Background: an optimization exercise with open tools, aiming at small area. Do not read the settings as production practice.
Only simulation tests tie the RTL to the original design; equivalence was not proved.
Power figures rest on the tool's default switching activity, not on a simulated workload.

## ember
==> flow/design.v <==
`timescale 1ns/10ps
module vumeter(
	input rx,
	input clk,rst,
	output hs,vs,
	output [2:0]RED,GREEN,
	output [1:0]BLUE
);
	reg [1:0]s;
	reg [4:0]u;
	wire ptick = &s;
	wire utick = s[0] & (u == 5'd26);
	wire upost = ~s[0] & (u == 5'd0);    
	always @(posedge clk or posedge rst)
	begin
		if(rst)
		begin
			s <= 2'd2;
			u <= 5'd31;
		end
		else
		begin
			s <= s + 1'b1;
			if(s[0])
				u <= (u == 5'd26) ? 5'd0 : u + 1'b1;
		end
	end
	reg [3:0]bst;
	reg [3:0]baud;
	reg dv;
	reg smp;
	reg [7:0]data;
	wire idle = (bst == 4'd6);
	wire b15 = &baud;
	wire vote = data[7];
	always @(posedge clk or posedge rst)
	begin
		if(rst)
		begin
			bst <= 4'd6;
			baud <= 4'd15;
			dv <= 1'b0;
		end
		else
		begin
			if(utick)
			begin
				baud <= (idle & rx) ? 4'd0 : baud + 1'b1;
				if(idle)
				begin
					if(~rx)
						bst <= 4'd7;
				end
				else if(b15)
				begin
					if(bst == 4'd1 | (vote & (bst == 4'd7 | bst == 4'd0)))
						bst <= 4'd6;
					else
						bst <= bst + 1'b1;
				end
				if(idle & rx)
					dv <= 1'b0;
			end
			if(upost & bst == 4'd0 & baud == 4'd0)
				dv <= 1'b1;
		end
	end
	always @(posedge clk)
	begin
		if(utick)
		begin
			smp <= rx;
			if(baud == 4'd7)
				data <= {rx, data[7:1]};
			else if(baud == 4'd9)
				data[7] <= (data[7] & smp) | (data[7] & rx) | (smp & rx);
		end
	end
	wire fshift = upost & (bst == 4'd0) & (baud == 4'd0) & ~dv;
	reg [63:0]fifo;
	reg [3:0]vcnt;
	always @(posedge clk)
	begin
		if(fshift)
			fifo <= {data, fifo[63:8]};
	end
	always @(posedge clk or posedge rst)
	begin
		if(rst)
			vcnt <= 4'd0;
		else if(fshift & ~vcnt[3])
			vcnt <= vcnt + 1'b1;
	end
	reg [6:0]r;
	reg [3:0]q;
	reg [1:0]ph;
	reg [7:0]hr;
	wire rend = (r == 7'd79);
	wire lend = rend & (q == 4'd7);
	always @(posedge clk or posedge rst)
	begin
		if(rst)
		begin
			r <= 7'd78;
			q <= 4'd7;
			ph <= 2'd2;
			hr <= 8'd1;
		end
		else if(ptick)
		begin
			r <= rend ? 7'd0 : r + 1'b1;
			if(rend)
				q <= (q == 4'd9) ? 4'd0 : q + 1'b1;
			if(lend)
			begin
				if(ph == 2'd0 & hr == 8'd2)
				begin
					ph <= 2'd1;
					hr <= 8'd240;
				end
				else if(ph == 2'd1 & hr == 8'd1)
				begin
					ph <= 2'd2;
					hr <= 8'd46;
				end
				else if(ph == 2'd2 & hr == 8'd1)
				begin
					ph <= 2'd0;
					hr <= 8'd240;
				end
				else
					hr <= hr - 1'b1;
			end
		end
	end
	assign hs = ~((q == 4'd8 & r >= 7'd16) | (q == 4'd9 & r < 7'd32));
	assign vs = ~(ph == 2'd2 & (hr == 8'd35 | hr == 8'd34));
	wire [2:0]bar = q[2:0];
	reg [7:0]d;
	always @(*)
	begin
		case(bar)
			3'd0: d = fifo[63:56];
			3'd1: d = fifo[55:48];
			3'd2: d = fifo[47:40];
			3'd3: d = fifo[39:32];
			3'd4: d = fifo[31:24];
			3'd5: d = fifo[23:16];
			3'd6: d = fifo[15:8];
			default: d = fifo[7:0];
		endcase
	end
	wire valid = vcnt[3] | ({1'b0,bar} < vcnt);
	wire inbar = (r != 7'd0) & (~rend | (bar == 3'd7));
	wire [7:0]thr = hr + {4'd0,hr[7:4]} + {7'd0,(|hr[3:0])};
	wire lit = ~q[3] & inbar & valid & ~ph[1] & (d >= thr);
	wire red_band = ph[0] ? (hr >= 8'd120 & hr <= 8'd239) : (hr >= 8'd121);
	wire green_band = ph[0] ? (hr <= 8'd199 | hr == 8'd240) : (hr <= 8'd200);
	assign RED = {3{lit & red_band}};
	assign GREEN = {3{lit & green_band}};
	assign BLUE = 2'b00;
endmodule
Settings: LEC_CHECK=0, CAP_MARGIN=20, CORE_MARGIN=2, CORE_UTILIZATION=40, CTS_BUF_LIST=sky130_fd_sc_hd__clkbuf_16, CTS_CLUSTER_DIAMETER=500, CTS_CLUSTER_SIZE=100, SLEW_MARGIN=20; clock period 25.0 ns.
run.sh (not shown) runs the stock make flow with config.mk's settings and CLKGATE_MAP_FILE= SYNTH_SCRIPT=/design/flow/synth_recipe.tcl, a recipe that flattens the netlist after the stock synthesis.
ember completed end to end with timing, DRC and antenna clean.
[inputs] delta vs ember
# ember
export LEC_CHECK = 0
export CAP_MARGIN = 20
export CORE_MARGIN = 2
export CORE_UTILIZATION = 40
export CTS_BUF_LIST = sky130_fd_sc_hd__clkbuf_16
export CTS_CLUSTER_DIAMETER = 500
export CTS_CLUSTER_SIZE = 100
export SLEW_MARGIN = 20
create_clock -name core_clock -period 25.0 [get_ports {clk}]
# delta
export LEC_CHECK = 0
export CAP_MARGIN = 20
export CORE_MARGIN = 2
export CORE_UTILIZATION = 40
export CTS_BUF_LIST = sky130_fd_sc_hd__clkbuf_4
export CTS_CLUSTER_DIAMETER = 100
export CTS_CLUSTER_SIZE = 30
export SLEW_MARGIN = 20
create_clock -name core_clock -period 25.0 [get_ports {clk}]
## What came out
Between delta and ember, the via total after detailed routing does not differ in any meaningful way. Relative to ember, the part of the power in combinational logic of delta is higher by 0.2 points. Growth of design area from synthesis to finish: higher on ember. From ember to delta the numbers moved as follows: overall global routing resource usage fell by 0.30 points, post-layout worst setup margin decreased 0.10 ns, total chip power went down. Taking ember as the reference, in delta count of clock-buffer cells in the layout increased 6; worst hold margin essentially unchanged; via count of the first global-routing pass decreased about 0.7%.
Inputs modified between delta and nickel:
# delta
export LEC_CHECK = 0
export CAP_MARGIN = 20
export CORE_MARGIN = 2
export CORE_UTILIZATION = 40
export CTS_BUF_LIST = sky130_fd_sc_hd__clkbuf_4
export CTS_CLUSTER_DIAMETER = 100
export CTS_CLUSTER_SIZE = 30
export SLEW_MARGIN = 20
create_clock -name core_clock -period 25.0 [get_ports {clk}]
# nickel
export LEC_CHECK = 0
export CAP_MARGIN = 20
export CORE_MARGIN = 2
export CORE_UTILIZATION = 40
export SLEW_MARGIN = 20
create_clock -name core_clock -period 25.0 [get_ports {clk}]
[summary]
nickel went all the way through the flow, and no timing, DRC or antenna check failed. On nickel: proportion of cell area occupied by registers is 2.2 points lower than what delta gave. Measured against each other, delta and nickel differ in area of all placed cells without fillers, the lower figure coming from delta. Compare delta and nickel | fraction of power consumed by the clock network lower: delta. | number of vias in the routed layout | nickel vs delta | ≈ equal |. Ratio of final minimum period to clock period | nickel below delta. Re total number of placement rows: no difference whatsoever between delta and nickel. Clock group power (nickel vs. delta) increases by more than half. Minimum clock period in nickel is 0.10 ns lower than in delta.
Inputs modified between nickel and garnet:
# nickel
export LEC_CHECK = 0
export CAP_MARGIN = 20
export CORE_MARGIN = 2
export CORE_UTILIZATION = 40
export SLEW_MARGIN = 20
create_clock -name core_clock -period 25.0 [get_ports {clk}]
# garnet
export LEC_CHECK = 0
export CAP_MARGIN = 20
export CORE_MARGIN = 2
export CORE_UTILIZATION = 40
export CTS_BUF_LIST = sky130_fd_sc_hd__clkbuf_8
export CTS_CLUSTER_DIAMETER = 300
export CTS_CLUSTER_SIZE = 60
export SLEW_MARGIN = 20
create_clock -name core_clock -period 25.0 [get_ports {clk}]
Notes after the runs:
When the final numbers for garnet and nickel were put side by side, the setup slack turned out to be greater in nickel.
H-tree depth: nickel vs garnet, no meaningful difference
garnet vs nickel, number of global-route vias before repair went down by about 0.56%.
Summary of garnet over nickel: smallest hold slack was more or less identical; sequential share of layout area shows an increase of 1.5 points; worst relative slew slack went up; summed area of non-filler cells in the final layout now sits lower.
Of the two candidates, nickel has the worse global-route wire length before repair and garnet the better one.

[afterwards: timing with drivers on the ports]
No port has a modelled driver above. Below, the same layouts with a new extraction and two added sets of constraints. Step 1 (the two cells are an assumption about what drives the block):
set clk [get_ports {clk}]
set_driving_cell -lib_cell sky130_fd_sc_hd__clkbuf_16 $clk
set_driving_cell -lib_cell sky130_fd_sc_hd__buf_2 [delete_from_list [all_inputs] $clk]
Step 2, shift: input delay + t, output delay - t, t = (earliest + latest rising clock arrival at the registers) / 2. This alone moves slack from input paths to output paths. Slacks: no drivers / after step 1 / after step 2; pairs: no drivers / after step 1.
run | t, ns | setup slack, ns | worst hold slack (ns)
ember | 0.442 | 15.018 / 14.979 / 15.420 | 0.436 / 0.436 / 0.436
delta | 0.533 | 14.914 / 14.883 / 15.416 | 0.435 / 0.435 / 0.435
nickel | 0.442 | 15.018 / 14.979 / 15.421 | 0.436 / 0.436 / 0.436
garnet | 0.450 | 14.997 / 14.960 / 15.410 | 0.438 / 0.438 / 0.438
After both steps every run listed still meets setup and hold.
